This design comes from an exercise in tuning for small area on the open sky130 flow, not from production work. Only simulation tests tie the RTL to the original design; equivalence was not proved.

**design/flow/design.v**
```verilog
module goertzel
#(
	parameter [31:0] bin_coeff = 32'd16413441
)
(
    input clk,
    input reset,
    input advance_in,
    input logic signed [23:0] input_sig,
    output logic signed [63:0] power,
    output logic advance
);
localparam int K  = 6;                        
localparam int VW = 51;                       
localparam int PW = 43;                       
localparam int NS = (VW + K - 1) / K;         
localparam int CS = 4;                        
localparam int NCS = CS + 1;                  
localparam logic [K*CS-1:0]  CX  = bin_coeff[K*CS-1:0];
localparam logic [K*NCS-1:0] CXW = bin_coeff[K*NCS-1:0];
localparam logic [K*NCS-1:0] NCX = ~CXW + 1'b1;
localparam int S_UPD  = CS + 1;               
localparam int S_SQ0  = CS + 2;               
localparam int S_T1   = S_SQ0 + NS;           
localparam int S_PR0  = S_T1 + 1;             
localparam int S_Q    = S_PR0 + NS;           
localparam int S_QC0  = S_Q + 1;              
localparam int S_QC1  = S_QC0 + NCS - 1;      
localparam int S_FIN  = S_QC1 + 1;            
logic signed [VW-1:0] v1, v2;
logic [63:0]          H;                      
logic signed [PW-1:0] R;                      
logic signed [PW-1:0] pw;
logic                 p;
logic [9:0]           n;
logic [4:0]           st;
logic [1:0]           mode;                   
assign power = {{(64-PW){pw[PW-1]}}, pw};
logic pulse, end_blk, upd_pulse;
assign pulse     = advance_in;
assign end_blk   = pulse & p & (n == 10'd1023);
assign upd_pulse = pulse & ~(p & (n == 10'd1022));
logic m_c, m_nc, m_v1, m_v2;                  
logic first, c_first;
logic op_sub, op_add, op_h;                   
logic a_v2, a_r;                              
logic [3:0] sl;
always_comb begin
    m_c = 1'b0; m_nc = 1'b0; m_v1 = 1'b0; m_v2 = 1'b0;
    first = 1'b0; c_first = 1'b0; sl = '0;
    op_sub = 1'b0; op_add = 1'b0; op_h = 1'b0; a_v2 = 1'b0; a_r = 1'b0;
    if (upd_pulse) begin
        op_sub = 1'b1; a_v2 = 1'b1;
    end else begin
        for (int i = 1; i <= CS; i++)
            if (st == 5'(i)) begin
                m_c = 1'b1; sl = 4'(CS - i); first = (i == 1); c_first = (i == 1);
            end
        if (st == 5'(S_UPD)) begin
            op_add = 1'b1; op_h = 1'b1; a_v2 = 1'b1;
        end
        for (int i = S_SQ0; i < S_T1; i++)
            if (st == 5'(i) && mode != 0) begin
                m_v1 = 1'b1; sl = 4'(S_T1 - 1 - i); first = (i == S_SQ0);
            end
        if (st == 5'(S_T1) && mode != 0) begin
            op_h = 1'b1; op_add = mode[1]; a_r = 1'b1;
        end
        for (int i = S_PR0; i < S_Q; i++)
            if (st == 5'(i) && mode == 2) begin
                m_v2 = 1'b1; sl = 4'(S_Q - 1 - i); first = (i == S_PR0);
            end
        if (st == 5'(S_Q) && mode == 2) op_h = 1'b1;
        for (int i = S_QC0; i <= S_QC1; i++)
            if (st == 5'(i) && mode == 2) begin
                m_nc = 1'b1; sl = 4'(S_QC1 - i); first = (i == S_QC0);
            end
        if (st == 5'(S_FIN) && mode == 2) begin
            op_h = 1'b1; op_add = 1'b1; a_r = 1'b1;
        end
    end
end
logic [K:0]      bf;                          
logic [NS*K:0]   v1f, v2f;
logic [K*CS:0]   cxf;
logic [K*NCS:0]  ncxf;
assign v1f  = {{(NS*K-VW+1){v1[VW-1]}}, v1, 1'b0};
assign v2f  = {{(NS*K-VW+1){v2[VW-1]}}, v2, 1'b0};
assign cxf  = {CX, 1'b0};
assign ncxf = {NCX, 1'b0};
always_comb begin
    bf = '0;
    if (op_sub) bf = {{K{1'b1}}, 1'b0};       
    if (op_add) bf = {{(K-1){1'b0}}, 2'b10};  
    for (int i = 0; i < NS; i++)
        if (sl == 4'(i)) bf = bf | ({(K+1){m_v1}} & v1f[K*i +: K+1]) | ({(K+1){m_v2}} & v2f[K*i +: K+1]);
    for (int i = 0; i < CS; i++)
        if (m_c && sl == 4'(i)) bf = cxf[K*i +: K+1];
    for (int i = 0; i < NCS; i++)
        if (m_nc && sl == 4'(i)) bf = ncxf[K*i +: K+1];
end
logic [VW-1:0] am;
logic [63:0]   A, acc_in, H_next, h;
logic          r;
assign am = a_v2 ? v2 : a_r ? VW'(R) : v1;
assign A  = {{(64-VW){am[VW-1]}}, am};
assign h = {{23{H[63]}}, H[63:23]};
assign r = H[63] & (|H[22:0]);
assign acc_in = op_sub  ? {{40{input_sig[23]}}, input_sig} :
                op_h    ? h :
                c_first ? (A << K) :
                first   ? 64'd0 : (H << K);
localparam int ND = K / 2;
logic [63:0] pp [0:ND-1];
logic [ND-1:0] pneg;
genvar gt, gc;
generate
    for (gt = 0; gt < ND; gt++) begin : g_booth
        logic b0, b1, b2, one, two, neg;
        logic [63:0] m;
        assign b0 = bf[2*gt];
        assign b1 = bf[2*gt+1];
        assign b2 = bf[2*gt+2];
        assign one = b1 ^ b0;
        assign two = (b2 & ~b1 & ~b0) | (~b2 & b1 & b0);
        assign neg = b2;
        assign m = ({64{one}} & (A << (2*gt))) | ({64{two}} & (A << (2*gt+1)));
        assign pp[gt] = (m ^ {64{neg}}) & ({64{1'b1}} << (2*gt));
        assign pneg[gt] = neg;
    end
endgenerate
logic [63:0] cs_s [0:ND];
logic [63:0] cs_c [0:ND];
assign cs_s[0] = acc_in;
assign cs_c[0] = {59'd0, pneg[2], 1'b0, pneg[1], 1'b0, pneg[0]};
generate
    for (gt = 0; gt < ND; gt++) begin : g_row
        for (gc = 0; gc < 64; gc++) begin : g_col
            logic a0, a1, a2;
            assign a0 = cs_s[gt][gc];
            assign a1 = cs_c[gt][gc];
            assign a2 = pp[gt][gc];
            assign cs_s[gt+1][gc] = a0 ^ a1 ^ a2;
            if (gc < 63) assign cs_c[gt+1][gc+1] = (a0 & a1) | (a2 & (a0 ^ a1));
        end
        assign cs_c[gt+1][0] = 1'b0;
    end
endgenerate
logic [64:0] rc;
assign rc[0] = op_h & r;
generate
    for (gc = 0; gc < 64; gc++) begin : g_cpa
        logic a0, a1;
        assign a0 = cs_s[ND][gc];
        assign a1 = cs_c[ND][gc];
        assign H_next[gc] = a0 ^ a1 ^ rc[gc];
        assign rc[gc+1] = (a0 & a1) | (rc[gc] & (a0 ^ a1));
    end
endgenerate
always_ff @(posedge clk) begin
    H <= H_next;
    if ((st == 5'(S_T1) && mode != 0) || (st == 5'(S_FIN) && mode == 2)) R <= H_next[PW-1:0];
    if (reset) begin
        v1 <= '0; v2 <= '0; pw <= '0;
        p <= 1'b0; n <= '0; st <= '0; mode <= '0; advance <= 1'b0;
    end else begin
        if (st != 0) st <= st + 5'd1;
        if (st == 5'(S_UPD)) begin
            v1 <= H_next[VW-1:0];
            v2 <= v1;
        end
        if (st == 5'(S_Q) && mode == 2) begin
            v1 <= H_next[VW-1:0];
            v2 <= '0;
        end
        if (pulse) begin
            p <= 1'b1;
            if (p) begin
                n <= n + 10'd1;
                advance <= (n == 10'd1023);
            end
            if (upd_pulse) begin
                v2 <= H_next[VW-1:0];
                st <= 5'd1;
                mode <= (p && n == 10'd1020) ? 2'd1 : (p && n == 10'd1021) ? 2'd2 : 2'd0;
            end
            if (end_blk) begin
                pw <= R;
                v1 <= '0;
            end
        end
    end
end
endmodule
```
**design/flow/flow/run.sh**
```bash
#!/bin/bash
# Layout flow: the standard flow (standard.sh) with three changes that keep
# the design, its registers and its constraints as they are:
#  1. after the standard synthesis, the combinational gates are mapped again
#     by ABC with an area-oriented script (remap.ys, remap.abc); the
#     flip-flops, full/half adders and tie cells stay as the standard
#     synthesis made them;
#  2. the input and output ports are buffered with buf_1 cells;
#  3. clock tree synthesis uses the buffers below and no dummy loads.
# Each tool's output goes to a log file of its own in this folder.
set -euo pipefail
here=$PWD
res=$here/orfs/results/sky130hd/goertzel/base
yosys_bin=/OpenROAD-flow-scripts/tools/install/yosys/bin/yosys

bash standard.sh synth > flow_1_synth.log 2>&1
cp "$res/1_2_yosys.v" "$here/std_1_2_yosys.v"
sed -e "s#@LIB@#$FLOW_HOME/platforms/sky130hd/lib/sky130_fd_sc_hd__tt_025C_1v80.lib#g" \
    -e "s#@IN@#$here/std_1_2_yosys.v#g" \
    -e "s#@OUT@#$res/1_2_yosys.v#g" \
    -e "s#@TMP@#$here/remap_tmp.v#g" -e "s#@ABC@#$here/flow/remap.abc#g" flow/remap.ys > remap_run.ys
"$yosys_bin" -s remap_run.ys > flow_2_remap.log 2>&1
rm -f "$res/1_synth.odb" "$res/1_synth.sdc"

export BUFFER_PORTS_ARGS="-buffer_cell sky130_fd_sc_hd__buf_1"
export CTS_ARGS="-sink_clustering_enable -repair_clock_nets -dont_use_dummy_load -buf_list sky130_fd_sc_hd__clkbuf_16"
bash standard.sh > flow_3_layout.log 2>&1
```
**design/flow/flow/remap.abc**
```
&get -n
&st
&deepsyn -T 60
&dch
&nf -R 1000
&put
topo
```
**design/flow/flow/remap.ys**
```
# Map the combinational gates of the standard synthesis again, for area.
# The flip-flops, full/half adders and tie cells are kept as they are.
read_liberty -ignore_miss_func @LIB@
blackbox sky130_fd_sc_hd__*df* sky130_fd_sc_hd__fa_* sky130_fd_sc_hd__ha_* sky130_fd_sc_hd__conb_*
read_verilog @IN@
hierarchy -check -top goertzel
flatten
opt -purge
abc -liberty @LIB@ -dont_use sky130_fd_sc_hd__probe* -dont_use sky130_fd_sc_hd__lpflow* -dont_use sky130_fd_sc_hd__clkdly* -dont_use sky130_fd_sc_hd__dlygate* -dont_use sky130_fd_sc_hd__dlymetal* -script @ABC@
opt_clean -purge
write_verilog -noattr -selected @TMP@
design -reset
read_liberty -lib @LIB@
read_verilog @TMP@
hierarchy -check -top goertzel
hilomap -singleton -hicell sky130_fd_sc_hd__conb_1 HI -locell sky130_fd_sc_hd__conb_1 LO
insbuf -buf sky130_fd_sc_hd__buf_4 A X
splitnets
opt_clean -purge
check -assert -mapped
tee -o remap_stat.txt stat -liberty @LIB@
write_verilog -noattr -nohex -nodec @OUT@
```
**design/flow/standard.sh**
```bash
#!/bin/bash
# synth_recipe.tcl (not shown) runs the flow's synth.tcl, then flattens the netlist and writes it again
# the make line also repeats each setting of config.mk as NAME=value (left out here)
make -C /OpenROAD-flow-scripts/flow DESIGN_CONFIG=/design/flow/config.mk WORK_HOME=/design/flow/orfs CLKGATE_MAP_FILE= SYNTH_SCRIPT=/design/flow/synth_recipe.tcl "${@:-finish}"
```
**design/flow/config.mk**
```make
export PLATFORM = sky130hd
export DESIGN_NAME = goertzel
export DESIGN_NICKNAME = goertzel
export VERILOG_FILES = /design/flow/design.v
export SDC_FILE = /design/flow/constraint.sdc
export NUM_CORES = 4
export LEC_CHECK = 0
export CAP_MARGIN = 20
export CORE_MARGIN = 2
export CORE_UTILIZATION = 50
export SLEW_MARGIN = 20
```
**design/flow/constraint.sdc**
```tcl
create_clock -name core_clock -period 40.0 [get_ports {clk}]
set_input_delay 8.0000 -clock core_clock [delete_from_list [all_inputs] [get_ports {clk}]]
set_output_delay 8.0000 -clock core_clock [all_outputs]
set_load 0.01 [all_outputs]
```
==> results of run 1 <==
[through the flow]
step | utilization | cell area, um2
finish | 0.562 | 21600
global route | 0.562 | 21600
CTS | 0.559 | 21500
detailed placement | 0.540 | 20800
global placement | 0.540 | 20800
floorplan | - | 19400
[worst max-delay path: cells and delay by family]
family                     cells  cell delay [ps]
buffers and inverters          6              530
AOI/OAI and AO/OA              7             1440
xor gates and xnor gates       6              920
adders and majority gates     64            27340
and+or+nand+nor                7              910
[repair_timing]
action	CTS	global route
resized for setup	0	22
setup buffers	0	2
endpoints found under the hold margin	0	0
endpoints found under the setup margin	0	1
[registers in the layout, indices dropped and copies added (netlist names)]
name / flops
R: 43
pw: 43
v1: 51
mode: 2
advance: 1
n: 10
p: 1
st: 5
H: 64
v2: 51
[area by class of cell]
class / instances / area (um2) / share of cell area
Antenna cell: 2 / 5.00 / 0.000232
Clock buffer: 30 / 751 / 0.0347
Inverter: 104 / 390 / 0.0181
Multi-Input combinational cell: 1708 / 12900 / 0.597
Sequential cell: 271 / 5860 / 0.271
Tap cell: 518 / 648 / 0.0300
Timing Repair Buffer: 184 / 1060 / 0.0491
[metal layers]
metal  vias to the layer above  GRT usage
li1                       8159          -
met1                      9280      0.556
met2                      1295      0.622
met3                       318     0.0910
met4                         0      0.220
met5                         -          0
[path summary, 6_finish.rpt]
| kind | from | end | slack (ps) | cells past startpoint |
|---|---|---|---|---|
| max | advance_in | H[63] | 1320 | 90 |
| min reg2reg | v2[9] | v2[9] | 470 | 2 |
| max reg2reg | st[0] | H[63] | 6530 | 93 |
| min | v2[9] | v2[9] | 470 | 2 |
==> summary.txt, run 1 <==
Clock network
  – Worst skew pair latency: 580 ps
  – CTS tree: built
  – H-tree depth: 1
  – Root Driver: clkbuf_16
  – Hold_buf cts: 0
  – Clock sinks: around 270
  – Num CTS Buffers: 30
  – Clock-pin transition on the worst setup and hold timing paths: 60 ps
  – Clock Tree Buf Depth: 3

Hold path
  – Worst hold path type: flip-flop to flip-flop

STA
  – RSZ-0062 raised after global routing: false
  – Relative slew slack: 0.200
  – Hold slack: 465 ps
  – Setup tns final: 0 ps
  – Max-slew violation count: 0
  – Fin crit period: 38680 ps
  – Final Hold Viols: 0
  – Final period util: 0.967
  – Final clock skew: 26.3 ps
  – Setup ws final: approximately 1300 ps
  – Final Setup Violations: 0
  – Max Freq: 25.9 MHz
  – Least-Margin Pin Slew: 1200 ps

Synth
  – Syn Area/Cell: 9.05 um2
  – Post-Syn Area: 19400 um2
  – Warnings, synthesis: 4
  – Syn Inst Count: 2147
  – Syn_nets: between 2k and 2.5k

Placed design
  – PortBufs: between 90 and 100
  – Setup slack at placement: 63.2 ps
  – DP Cell Count: 2783
  – DP Wirelength: 60600 um
  – Gpl congestion: 1.01

Global routing
  – GR Util All Layers: 0.413
  – First-pass GRT wire length: 123000 um
  – Total grt overflow: 0
  – Vias in the first global route: 18.3k
  – Largest net degree at the start of global routing: 48
  – Initial antenna violation count: 1

Setup path
  – CP arrival: 39140 ps
  – Slowest-stage cell, CP: fa_1
  – Worst setup path category: input port to flip-flop
  – Cell mode on critical path: fa_1
  – Critical Path RT: 40460 ps
  – Startpoint Class: input port
  – Worst path max stage delay: 510 ps
  – Crit path capture type: flip-flop
  – Crit path max fanout: 5

Detailed routing
  – Vias per cell: 6.76
  – # DRC: 0
  – Via count: roughly 19k
  – WL met2: 36300 um
  – Final wirelength: 83900 um
  – Drt first-iter violations: around 2.5k
  – Highest routed layer: met4
  – TritonRoute pass-1 iters: 7
  – Routed WL per cell: 29.8 um
  – Metal-1 WL: 32600 um
  – Metal3 WL: between 9000 and 10000 um
  – Post-DRT Antenna Nets: 0

Run
  – Max-Cap Viols: 0

Floorplan
  – Die width: 201 um
  – Die Area: around 40000 um2
  – Core area: around 38000 um2
  – Row cnt: 72
  – Starting density of the core: 0.505
  – I/O pin total: 92
  – Die Height: approximately 200 um

Cells and area
  – Area growth from synthesis to layout: 11.3%
  – Final #Nets: 2584
  – Final Non-Filler Cells: 2817
  – Most frequent cells in the layout: nand2_1 (341), nor2_1 (255), dfxtp_1 (228)
  – Layout fillers: ~3.5k
  – Most common cell after layout, fill and taps aside: nand2_1
  – Share of cells above drive strength 1: 0.0736

Outcome
  – Outcome: finished clean
==> run 2, diff against run 1 <==
--- a/design/flow/design.v
+++ b/design/flow/design.v
@@ -49,9 +49,7 @@
     m_c = 1'b0; m_nc = 1'b0; m_v1 = 1'b0; m_v2 = 1'b0;
     first = 1'b0; c_first = 1'b0; sl = '0;
     op_sub = 1'b0; op_add = 1'b0; op_h = 1'b0; a_v2 = 1'b0; a_r = 1'b0;
-    if (upd_pulse) begin
-        op_sub = 1'b1; a_v2 = 1'b1;
-    end else begin
+    begin : sched
         for (int i = 1; i <= CS; i++)
             if (st == 5'(i)) begin
                 m_c = 1'b1; sl = 4'(CS - i); first = (i == 1); c_first = (i == 1);
@@ -77,6 +75,9 @@
             end
         if (st == 5'(S_FIN) && mode == 2) begin
             op_h = 1'b1; op_add = 1'b1; a_r = 1'b1;
+        end
+        if (!(m_c | m_nc | m_v1 | m_v2 | op_h)) begin
+            op_sub = 1'b1; a_v2 = 1'b1;
         end
     end
 end
@@ -123,38 +124,38 @@
         assign b2 = bf[2*gt+2];
         assign one = b1 ^ b0;
         assign two = (b2 & ~b1 & ~b0) | (~b2 & b1 & b0);
-        assign neg = b2;
+        assign neg = b2 & ~(b1 & b0);
         assign m = ({64{one}} & (A << (2*gt))) | ({64{two}} & (A << (2*gt+1)));
         assign pp[gt] = (m ^ {64{neg}}) & ({64{1'b1}} << (2*gt));
         assign pneg[gt] = neg;
     end
 endgenerate
-logic [63:0] cs_s [0:ND];
-logic [63:0] cs_c [0:ND];
-assign cs_s[0] = acc_in;
-assign cs_c[0] = {59'd0, pneg[2], 1'b0, pneg[1], 1'b0, pneg[0]};
+logic [63:0] acc_x, pp1x, s1, c1, s2, c2;
+assign acc_x = acc_in | {59'd0, pneg[2], 1'b0, pneg[1], 2'b0};
+assign pp1x  = pp[1] | {63'd0, pneg[0]};
+assign c1[0] = 1'b0;
+assign c2[0] = 1'b0;
 generate
-    for (gt = 0; gt < ND; gt++) begin : g_row
-        for (gc = 0; gc < 64; gc++) begin : g_col
-            logic a0, a1, a2;
-            assign a0 = cs_s[gt][gc];
-            assign a1 = cs_c[gt][gc];
-            assign a2 = pp[gt][gc];
-            assign cs_s[gt+1][gc] = a0 ^ a1 ^ a2;
-            if (gc < 63) assign cs_c[gt+1][gc+1] = (a0 & a1) | (a2 & (a0 ^ a1));
-        end
-        assign cs_c[gt+1][0] = 1'b0;
+    for (gc = 0; gc < 64; gc++) begin : g_csa
+        logic a0, a1, a2, b0, b1, b2;
+        assign a0 = acc_x[gc];
+        assign a1 = pp[0][gc];
+        assign a2 = pp1x[gc];
+        assign s1[gc] = a0 ^ a1 ^ a2;
+        if (gc < 63) assign c1[gc+1] = (a0 & a1) | (a2 & (a0 ^ a1));
+        assign b0 = s1[gc];
+        assign b1 = c1[gc];
+        assign b2 = pp[2][gc];
+        assign s2[gc] = b0 ^ b1 ^ b2;
+        if (gc < 63) assign c2[gc+1] = (b0 & b1) | (b2 & (b0 ^ b1));
     end
 endgenerate
 logic [64:0] rc;
 assign rc[0] = op_h & r;
 generate
     for (gc = 0; gc < 64; gc++) begin : g_cpa
-        logic a0, a1;
-        assign a0 = cs_s[ND][gc];
-        assign a1 = cs_c[ND][gc];
-        assign H_next[gc] = a0 ^ a1 ^ rc[gc];
-        assign rc[gc+1] = (a0 & a1) | (rc[gc] & (a0 ^ a1));
+        assign H_next[gc] = s2[gc] ^ c2[gc] ^ rc[gc];
+        assign rc[gc+1] = (s2[gc] & c2[gc]) | (rc[gc] & (s2[gc] ^ c2[gc]));
     end
 endgenerate
 always_ff @(posedge clk) begin
--- a/design/flow/flow/run.sh
+++ b/design/flow/flow/run.sh
@@ -23,5 +23,5 @@
 rm -f "$res/1_synth.odb" "$res/1_synth.sdc"
 
 export BUFFER_PORTS_ARGS="-buffer_cell sky130_fd_sc_hd__buf_1"
-export CTS_ARGS="-sink_clustering_enable -repair_clock_nets -dont_use_dummy_load -buf_list sky130_fd_sc_hd__clkbuf_16"
+export CTS_ARGS="-sink_clustering_enable -repair_clock_nets -dont_use_dummy_load -buf_list sky130_fd_sc_hd__clkbuf_16 -sink_clustering_size 30 -sink_clustering_max_diameter 80"
 bash standard.sh > flow_3_layout.log 2>&1
==> run 2 against run 1 <==
Setup slack improved by 2000 ps. Die area down 7.9%. Utilization fell by 2.1 points. Global-route usage is 5.8 points lower. Highest routed layer unchanged.
==> summary.txt, run 2 <==
Outcome
  – Outcome: finished clean

Placed design
  – DP Wirelength: 46100 um
  – DP Cell Count: 2255
  – PortBufs: around 90
  – Gpl congestion: about 0.97

Setup path
  – Cell mode on critical path: fa_1
  – CP arrival: 37130 ps
  – Crit path capture: H[63]
  – Worst setup startpoint: input_sig[2]
  – CP bufs+invs: 5
  – Reg2reg end: H[63]
  – Register-to-register setup slack: roughly 5400 ps
  – Slowest-stage cell, CP: fa_1
  – Critical Path RT: 40420 ps
  – Worst setup path category: input port to flip-flop
  – Worst path max stage delay: just under 500 ps
  – Depth of the most critical reg-to-reg path: 82
  – Startpoint Class: input port
  – Reg2reg start: st[2]
  – WP depth: 73
  – Crit path capture type: flip-flop
  – Crit path max fanout: 1
  – Top Family by Delay on Critical Path: adder cells

STA
  – Final Hold Viols: 0
  – Final period util: 0.918
  – Relative slew slack: 0.249
  – Hold slack: 460 ps
  – Fin crit period: 36710 ps
  – Max Freq: 27.2 MHz
  – Least-Margin Pin Slew: between 1000 and 1500 ps
  – Final Setup Violations: 0
  – Max-slew violation count: 0
  – Setup tns final: 0 ps
  – Final clock skew: 63.4 ps
  – RSZ-0062 raised after global routing: false

Cells and area
  – Layout fillers: 3212
  – Biggest regs: H (64), v1 (51), v2 (51)
  – Largest register FFs: 64
  – Area growth from synthesis to layout: 7.25%
  – Most frequent cells in the layout: dfxtp_1 (228), a22oi_1 (220), nand2_1 (210)
  – Most common cell after layout, fill and taps aside: dfxtp_1
  – Biggest register: H
  – Antenna Cells: 0
  – Final #Nets: 2039
  – Share of cells above drive strength 1: 0.0453
  – Final Non-Filler Cells: ~2.3k

Floorplan
  – Row cnt: 69
  – Die width: a little under 200 um
  – I/O pin total: 92
  – Die Height: between 150 and 200 um
  – Die Area: between 30000 and 40000 um2
  – Core area: between 30000 and 40000 um2
  – Starting density of the core: 0.505

Clock network
  – Post_cts resized: 0
  – H-tree depth: 1
  – Num CTS Buffers: 16
  – Root Driver: clkbuf_16
  – Clock sinks: 271
  – Clock-pin transition on the worst setup and hold timing paths: ~110 ps
  – Post-CTS setup repair buffer count: 0
  – Hold_buf cts: 0
  – Worst skew pair latency: around 530 ps
  – Clock Tree Buf Depth: 3
  – CTS tree: built

Synth
  – Syn Area/Cell: 10.3 um2
  – Post-Syn Area: 17900 um2
  – Syn_nets: approximately 2.0k
  – Syn Inst Count: 1727
  – Warnings, synthesis: 2

Detailed routing
  – Post-DRT Antenna Nets: 0
  – Vias per cell: 6.74
  – Via count: 15.3k
  – Routed WL per cell: 28.7 um
  – # DRC: 0
  – TritonRoute pass-1 iters: 10
  – Drt first-iter violations: between 2k and 2.5k
  – Final wirelength: 65100 um

Global routing
  – Met2 Use GR: 0.529
  – Vias in the first global route: 14.8k
  – Met3 Usage GRT: 0.0717
  – Initial antenna violation count: 0
  – First-pass GRT wire length: 97600 um
  – Grt met1 use: 0.496
  – Total grt overflow: 0
  – GR Util All Layers: 0.354
  – GR peak layer: met2
  – Largest net degree at the start of global routing: 53

Run
  – Max-Cap Viols: 0

Hold path
  – Worst hold path type: flip-flop to flip-flop
  – Hold Path Stages: 1
## run 2: worst min-delay path by stage
| stage | start | to | slack (ps) |
|---|---|---|---|
| 3_3_place_gp | advance | advance | 430 |
| 6_report | R[1] | pw[1] | 460 |
| 2_1_floorplan | v2[13] | v2[13] | 430 |
| 4_1_cts | R[1] | pw[1] | 470 |
| 5_1_grt | R[1] | pw[1] | 470 |
| 3_5_place_dp | pw[24] | pw[24] | 460 |
## run 2: per-layer routing
metal	vias up	part of all wire
li1	6526	-
met1	7666	0.40
met2	964	0.43
met3	146	0.11
met4	0	0.055
met5	-	0
## run 2: final cells by class
cell class,count,area (um2),share of cell area
multi-input combinational,1298,11300,0.592
sequential,271,5860,0.306
timing repair buffer,131,639,0.0334
tap,461,577,0.0301
clock buffer,16,400,0.0209
inverter,94,353,0.0184
## run 2: through the flow
step            util  instance area (um2)  setup WS (ps)
6_report       0.541                19200           3290
2_1_floorplan      -                17900           3580
3_5_place_dp   0.530                18800           2550
3_3_place_gp   0.530                18700           2760
5_1_grt        0.541                19200           2120
4_1_cts        0.541                19200           3070
==> run 3, diff against run 2 <==
--- a/design/flow/flow/run.sh
+++ b/design/flow/flow/run.sh
@@ -23,5 +23,5 @@
 rm -f "$res/1_synth.odb" "$res/1_synth.sdc"
 
 export BUFFER_PORTS_ARGS="-buffer_cell sky130_fd_sc_hd__buf_1"
-export CTS_ARGS="-sink_clustering_enable -repair_clock_nets -dont_use_dummy_load -buf_list sky130_fd_sc_hd__clkbuf_16 -sink_clustering_size 30 -sink_clustering_max_diameter 80"
+export CTS_ARGS="-sink_clustering_enable -repair_clock_nets -dont_use_dummy_load -buf_list sky130_fd_sc_hd__clkbuf_4"
 bash standard.sh > flow_3_layout.log 2>&1
==> run 3 against run 2 <==
Still clean. Register-to-register slack improved by 100 ps. Synthesized cell count unchanged. Via count increased by 1.8%. First-iteration DRC count increased by 0.54%. Area after synthesis unchanged. Critical path type unchanged. Largest cell class unchanged.
==> summary.txt, run 3 <==
Cells and area
  – Biggest regs: H (64), v1 (51), v2 (51)
  – Area growth from synthesis to layout: 8.22%
  – Layout fillers: 3236
  – Final std cell area, no fill: 19300 um2
  – Largest register FFs: 64
  – Most common cell after layout, fill and taps aside: dfxtp_1
  – Most frequent cells in the layout: dfxtp_1 (228), a22oi_1 (220), nand2_1 (210)
  – Biggest register: H
  – Post-layout util: 0.546
  – Final Non-Filler Cells: 2332
  – Final #Nets: 2099
  – Share of cells above drive strength 1: 0.0759

STA
  – Final Hold Viols: 0
  – Final period util: 0.912
  – Relative slew slack: 0.226
  – Max-slew violation count: 0
  – Setup ws final: 3520 ps
  – Max Freq: 27.4 MHz
  – Final clock skew: 80.7 ps
  – Final Setup Violations: 0
  – Setup tns final: 0 ps
  – Fin crit period: 36480 ps
  – Least-Margin Pin Slew: 1150 ps
  – RSZ-0062 raised after global routing: false

Floorplan
  – Core area: 35400 um2
  – Row cnt: 69
  – Die width: between 150 and 200 um
  – Die Area: 37300 um2
  – Starting density of the core: 0.505
  – I/O pin total: 92
  – Die Height: just under 200 um

Detailed routing
  – TritonRoute pass-1 iters: 19
  – Post-DRT Antenna Nets: 0
  – Vias per cell: 6.68
  – Final wirelength: 65600 um
  – Via count: roughly 16k
  – # DRC: 0
  – Drt first-iter violations: 2214
  – Routed WL per cell: between 20 and 30 um

Setup path
  – Worst setup path category: input port to flip-flop
  – Slowest-stage cell, CP: fa_1
  – Startpoint Class: input port
  – Critical Path RT: around 40000 ps
  – Reg2reg start: st[2]
  – Register-to-register setup slack: 5520 ps
  – Crit path capture type: flip-flop
  – Cell mode on critical path: fa_1
  – Worst path max stage delay: around 500 ps
  – CP bufs+invs: 5
  – CP arrival: 37170 ps
  – Crit path max fanout: 1
  – Depth of the most critical reg-to-reg path: 82
  – Top Family by Delay on Critical Path: adder cells
  – Reg2reg end: H[63]

Clock network
  – Num CTS Buffers: 76
  – Post-CTS setup repair buffer count: 0
  – Clock sinks: 271
  – Root Driver: clkbuf_4
  – H-tree depth: 3
  – Post_cts resized: 0
  – Worst skew pair latency: ~790 ps
  – Clock-pin transition on the worst setup and hold timing paths: 50 ps
  – CTS tree: built
  – Clock Tree Buf Depth: 3
  – Hold_buf cts: 0

Placed design
  – PortBufs: between 90 and 100
  – Setup slack at placement: 2550 ps
  – Placed Area: 18800 um2
  – DP Wirelength: 46100 um
  – DP Cell Count: 2255
  – Gpl congestion: ~0.97

Synth
  – Warnings, synthesis: 2
  – Post-Syn Area: 17900 um2
  – Syn_nets: 1954
  – Syn Inst Count: between 1.5k and 2k
  – Syn Area/Cell: 10.3 um2

Global routing
  – Total grt overflow: 0
  – First-pass GRT wire length: 98200 um
  – Largest net degree at the start of global routing: 53
  – GR Util All Layers: 0.361
  – Initial antenna violation count: 2
  – Vias in the first global route: 15.3k

Hold path
  – Worst hold path type: flip-flop to flip-flop
  – Hold endpoint: pw[11]
  – Hold path start: pw[11]
  – Hold Path Stages: 1

Outcome
  – Outcome: finished clean

Run
  – Max-Cap Viols: 0
==> run 3: changes by cell type in the layout (fill, tap and decap cells not counted), sizes merged <==
cell,change
clkbuf,+60
diode,+1
==> run 3: final cells by class <==
class | instances | area (um2) | share of cell area
Antenna cell | 1 | 2.50 | 0.000129
Clock buffer | 76 | 571 | 0.0295
Inverter | 94 | 353 | 0.0183
Multi-Input combinational cell | 1298 | 11300 | 0.586
Sequential cell | 271 | 5860 | 0.303
Tap cell | 461 | 577 | 0.0298
Timing Repair Buffer | 131 | 639 | 0.0331
==> run 3: how the worst max path moves through the flow <==
| stage | from | to | cells past startpoint |
|---|---|---|---|
| finish | input_sig[2] | H[63] | 73 |
| CTS | input_sig[2] | H[63] | 73 |
| floorplan | input_sig[2] | H[63] | 72 |
| detailed placement | input_sig[2] | H[63] | 73 |
| global placement | input_sig[2] | H[63] | 73 |
| global route | input_sig[2] | H[63] | 73 |
==> run 3: per-layer routing <==
layer | vias to the layer above | GRT usage | wire [um]
met1 | 7738 | 0.492 | 26400
met3 | 167 | 0.0860 | 7260
met4 | 0 | 0.191 | 3640
met5 | - | 0 | 0
li1 | 6679 | - | -
met2 | 987 | 0.533 | 28400
==> run 3: stage by stage <==
stage / hold slack, ps
2_1_floorplan: 431
3_3_place_gp: 434
3_5_place_dp: 463
4_1_cts: 474
6_report: 472
5_1_grt: 489
==> run 4, diff against run 3 <==
--- a/design/flow/flow/run.sh
+++ b/design/flow/flow/run.sh
@@ -23,5 +23,5 @@
 rm -f "$res/1_synth.odb" "$res/1_synth.sdc"
 
 export BUFFER_PORTS_ARGS="-buffer_cell sky130_fd_sc_hd__buf_1"
-export CTS_ARGS="-sink_clustering_enable -repair_clock_nets -dont_use_dummy_load -buf_list sky130_fd_sc_hd__clkbuf_4"
+export CTS_ARGS="-sink_clustering_enable -repair_clock_nets -dont_use_dummy_load -buf_list sky130_fd_sc_hd__clkbuf_8 -sink_clustering_size 16 -sink_clustering_max_diameter 60"
 bash standard.sh > flow_3_layout.log 2>&1
==> run 4 against run 3 <==
Still clean on timing, DRC and antenna. Cell area is 1.0% lower. Wire length is 0.50% lower. Sequential share of layout area increased by 0.32 points. Setup slack worse by 90 ps. Area after synthesis unchanged. Count of clock-buffer cells in the layout decreased by 49. Register-to-register slack is essentially flat. Utilization fell by 0.57 points. Critical path depth unchanged. Highest routed layer unchanged.
==> summary.txt, run 4 <==
Cells and area
  – Layout fillers: 3215
  – Final Non-Filler Cells: 2282
  – Largest register FFs: 64
  – Area growth from synthesis to layout: 7.09%
  – Post-layout util: 0.540
  – Biggest register: H
  – Share of cells above drive strength 1: 0.0511
  – Antenna Cells: 0
  – Final #Nets: approximately 2k
  – Biggest regs: H (64), v1 (51), v2 (51)
  – Most common cell after layout, fill and taps aside: dfxtp_1
  – Final std cell area, no fill: 19100 um2
  – Most frequent cells in the layout: dfxtp_1 (228), a22oi_1 (220), nand2_1 (210)

Detailed routing
  – # DRC: 0
  – Final wirelength: between 60000 and 70000 um
  – Drt first-iter violations: roughly 2.1k
  – Vias per cell: 6.74
  – TritonRoute pass-1 iters: 9
  – Routed WL per cell: between 20 and 30 um
  – Post-DRT Antenna Nets: 0
  – Via count: roughly 15k

Placed design
  – DP Wirelength: 46100 um
  – Placed Area: 18800 um2
  – Gpl congestion: 0.970
  – DP Cell Count: about 2.3k
  – PortBufs: 91

Floorplan
  – Starting density of the core: 0.505
  – Row cnt: 69
  – Die Area: approximately 37000 um2
  – Core area: approximately 35000 um2
  – I/O pin total: 92
  – Die width: 193 um
  – Die Height: 193 um

Run
  – Max-Cap Viols: 0

STA
  – Final period util: 0.914
  – Max-slew violation count: 0
  – Max Freq: 27.3 MHz
  – Final Hold Viols: 0
  – RSZ-0062 raised after global routing: false
  – Setup tns final: 0 ps
  – Least-Margin Pin Slew: 1160 ps
  – Fin crit period: 36570 ps
  – Final Setup Violations: 0
  – Relative slew slack: 0.221
  – Final clock skew: between 50 and 60 ps

Setup path
  – Worst setup path category: input port to flip-flop
  – Cell mode on critical path: fa_1
  – Slowest-stage cell, CP: fa_1
  – Startpoint Class: input port
  – Crit path max fanout: 1
  – Critical Path RT: 40560 ps
  – Worst path max stage delay: 490 ps
  – Crit path capture type: flip-flop
  – CP arrival: 37130 ps

Clock network
  – Clock-pin transition on the worst setup and hold timing paths: between 100 and 150 ps
  – Root Driver: clkbuf_8
  – Num CTS Buffers: 27
  – H-tree depth: 1
  – Hold_buf cts: 0
  – Post_cts resized: 0
  – Clock sinks: approximately 270
  – Post-CTS setup repair buffer count: 0
  – Worst skew pair latency: 640 ps
  – Clock Tree Buf Depth: 3
  – CTS tree: built

Hold path
  – Worst hold path type: flip-flop to flip-flop

Global routing
  – Total grt overflow: 0
  – First-pass GRT wire length: 97800 um
  – Initial antenna violation count: 0
  – Largest net degree at the start of global routing: 53
  – GR Util All Layers: 0.355
  – Vias in the first global route: 15.0k

Synth
  – Syn Inst Count: between 1.5k and 2k
  – Syn_nets: 1954
  – Syn Area/Cell: 10.3 um2
  – Warnings, synthesis: 2
  – Post-Syn Area: 17900 um2

Outcome
  – Outcome: finished clean
[run 4: final cells by class]
cell class                 count  area [um2]  area share
timing repair buffer         131         639      0.0334
tap                          461         577      0.0302
sequential                   271        5860       0.306
multi-input combinational   1298       11300       0.592
inverter                      94         353      0.0184
clock buffer                  27         372      0.0194
[run 4: stage by stage]
step / worst slack, ps / hold slack (ps)
floorplan: 3580 / 431
global placement: 2760 / 434
detailed placement: 2550 / 463
CTS: 3230 / 478
global route: 2270 / 480
finish: 3430 / 463
[run 4: metal layers]
metal / up-vias / wire [um] / track usage / share of wire
met3: 160 / 7280 / 0.0764 / 0.11
met2: 972 / 28000 / 0.525 / 0.43
met1: 7702 / 26400 / 0.495 / 0.40
li1: 6551 / - / - / -
met5: - / 0 / 0 / 0
met4: 0 / 3640 / 0.176 / 0.056
[run 4: critical path: cells and delay by family]
kind	cells	cell delay [ps]
adders and majority gates	63	27780
xor gates and xnor gates	4	650
buffers and inverters	5	380
AOI/OAI and AO/OA	1	330
[run 4: worst paths after layout]
check	slack [ps]	cells after the start	start	end
worst min-delay path	460	1	R[40]	pw[40]
worst max-delay path	3430	73	input_sig[2]	H[63]
worst min register to register	460	1	R[40]	pw[40]
worst max register to register	5530	82	st[2]	H[63]
==> run 5, diff against run 4 <==
--- a/design/flow/config.mk
+++ b/design/flow/config.mk
@@ -5,7 +5,7 @@
 export SDC_FILE = /design/flow/constraint.sdc
 export NUM_CORES = 4
 export LEC_CHECK = 0
-export CAP_MARGIN = 20
+export CAP_MARGIN = 5
 export CORE_MARGIN = 2
 export CORE_UTILIZATION = 50
-export SLEW_MARGIN = 20
+export SLEW_MARGIN = 5
==> run 5 against run 4 <==
Cell count barely moved. Cell area fell by 0.12%. Wire length is 0.42% lower. Still clean on timing, DRC and antenna. Critical path type unchanged. Non-clock buffer count is 1 lower. First-iteration DRC count shrank 4.8%. Register-to-register slack lost 40 ps. Worst hold slack got worse by 13 ps. Global-route usage decreased by 0.23 points.
==> summary.txt, run 5 <==
Clock network
  – Hold_buf cts: 0
  – Post_cts resized: 0
  – Worst skew pair latency: 630 ps
  – Clock-pin transition on the worst setup and hold timing paths: 100 ps
  – H-tree depth: 1
  – Post-CTS setup repair buffer count: 0
  – Root Driver: clkbuf_8
  – Clock sinks: 271
  – Num CTS Buffers: 26
  – CTS tree: built
  – Clock Tree Buf Depth: 3

Setup path
  – Slowest-stage cell, CP: fa_1
  – Crit path max fanout: 1
  – Worst path max stage delay: 500 ps
  – Worst setup path category: input port to flip-flop
  – CP arrival: 37200 ps
  – Cell mode on critical path: fa_1
  – Crit path capture type: flip-flop
  – Startpoint Class: input port
  – Critical Path RT: about 40000 ps

Detailed routing
  – Via count: approximately 15k
  – Drt first-iter violations: 2031
  – # DRC: 0
  – Vias per cell: 6.73
  – Post-DRT Antenna Nets: 0
  – TritonRoute pass-1 iters: 13
  – Routed WL per cell: ~29 um
  – Final wirelength: 65000 um

Cells and area
  – Most common cell after layout, fill and taps aside: dfxtp_1
  – Final #Nets: 2048
  – Largest register FFs: 64
  – Final Non-Filler Cells: between 2k and 2.5k
  – Antenna Cells: 0
  – Area growth from synthesis to layout: 6.95%
  – Layout fillers: 3247
  – Most frequent cells in the layout: dfxtp_1 (228), a22oi_1 (220), nand2_1 (210)
  – Biggest regs: H (64), v1 (51), v2 (51)
  – Biggest register: H
  – Share of cells above drive strength 1: 0.0495

STA
  – Fin crit period: ~37000 ps
  – Max Freq: 27.3 MHz
  – Relative slew slack: 0.127
  – Setup tns final: 0 ps
  – Max-slew violation count: 0
  – Final period util: 0.916
  – Final clock skew: 48.4 ps
  – Final Hold Viols: 0
  – Final Setup Violations: 0
  – Least-Margin Pin Slew: 1300 ps
  – RSZ-0062 raised after global routing: false

Outcome
  – Outcome: finished clean

Placed design
  – PortBufs: between 90 and 100
  – DP Cell Count: 2254
  – Gpl congestion: between 0.9 and 1
  – DP Wirelength: between 40000 and 50000 um

Floorplan
  – Starting density of the core: 0.505
  – Core area: roughly 35000 um2
  – Die width: 193 um
  – Die Area: 37300 um2
  – Row cnt: 69
  – Die Height: between 150 and 200 um
  – I/O pin total: 92

Global routing
  – Largest net degree at the start of global routing: 53
  – Total grt overflow: 0
  – Initial antenna violation count: 1
  – Vias in the first global route: 15.0k
  – GR Util All Layers: 0.353
  – First-pass GRT wire length: 97300 um

Hold path
  – Worst hold path type: flip-flop to flip-flop

Synth
  – Syn Area/Cell: just over 10 um2
  – Post-Syn Area: 17900 um2
  – Syn_nets: 1954
  – Warnings, synthesis: 2
  – Syn Inst Count: 1727

Run
  – Max-Cap Viols: 0
[run 5: area by class of cell]
cell class	instances	area, um2	share of cell area
flip-flops and latches	271	5860	0.306
repair buffers	130	634	0.0332
inverters	94	353	0.0185
clock buffers	26	358	0.0187
multi-input cells	1298	11300	0.593
well taps	461	577	0.0302
[run 5: worst paths after layout]
check,start,end,slack [ps],cells past startpoint
setup reg to reg,st[2],H[63],5490,82
hold reg to reg,v1[15],v2[15],450,2
setup / recovery,input_sig[2],H[63],3350,73
hold / removal,v1[15],v2[15],450,2
[run 5: critical path: cells and delay by family]
| kind | cells | cell delay (ps) |
|---|---|---|
| buffers and inverters | 5 | 380 |
| xor gates and xnor gates | 4 | 670 |
| adders and majority gates | 63 | 27820 |
| AOI/OAI and AO/OA | 1 | 330 |
[run 5: stage by stage]
stage	setup WS (ps)	utilization	cell area, um2	hold WS, ps
floorplan	3580	-	17900	431
global placement	2760	0.530	18700	434
detailed placement	2510	0.530	18700	462
CTS	3180	0.540	19100	445
global route	2170	0.540	19100	449
finish	3350	0.540	19100	450
[run 5: metal layers]
| layer | part of all wire | GRT usage | vias up | wire length (um) |
|---|---|---|---|---|
| met5 | 0 | 0 | - | 0 |
| met4 | 0.057 | 0.178 | 0 | 3720 |
| met3 | 0.11 | 0.0782 | 179 | 7130 |
| met2 | 0.43 | 0.526 | 931 | 28000 |
| met1 | 0.40 | 0.486 | 7698 | 26200 |
| li1 | - | - | 6546 | - |

## afterwards: timing with drivers on the ports
In the flow no input, the clock included, has a driving cell. The finished layouts below were timed again as built, in two steps.
Step 1 sets driving cells, clkbuf_16 on the clock port and buf_2 on the other inputs (assumed; they add their load-dependent delay and slew).
Step 2 adds t to the input delays and takes it off the output delays; t is the mean of the earliest and latest rising clock arrival at the registers after step 1. Input paths then give back, and output paths get back, about the clock's delay inside the block.
Three values: ideal ports, drivers, drivers and shift; two values: the first two.
run	shift t [ns]	slack for setup (ns)	worst hold slack (ns)	worst setup path at the end	slew at the worst register clock pin (ns)
run 1	0.623	1.315 / 1.346 / 0.723	0.465 / 0.465 / 0.465	input to register	0.07 / 0.07
run 2	0.548	3.293 / 3.321 / 2.773	0.460 / 0.460 / 0.460	input to register	0.11 / 0.11
run 3	0.800	3.523 / 3.554 / 2.754	0.472 / 0.472 / 0.472	input to register	0.07 / 0.07
run 4	0.663	3.433 / 3.462 / 2.798	0.463 / 0.463 / 0.463	input to register	0.11 / 0.11
run 5	0.657	3.354 / 3.379 / 2.722	0.450 / 0.450 / 0.450	input to register	0.10 / 0.10
After both steps setup and hold are still met in every run listed. For run 3, which loses most, drivers alone change the setup slack by +0.031 ns; drivers and shift together by -0.769 ns.
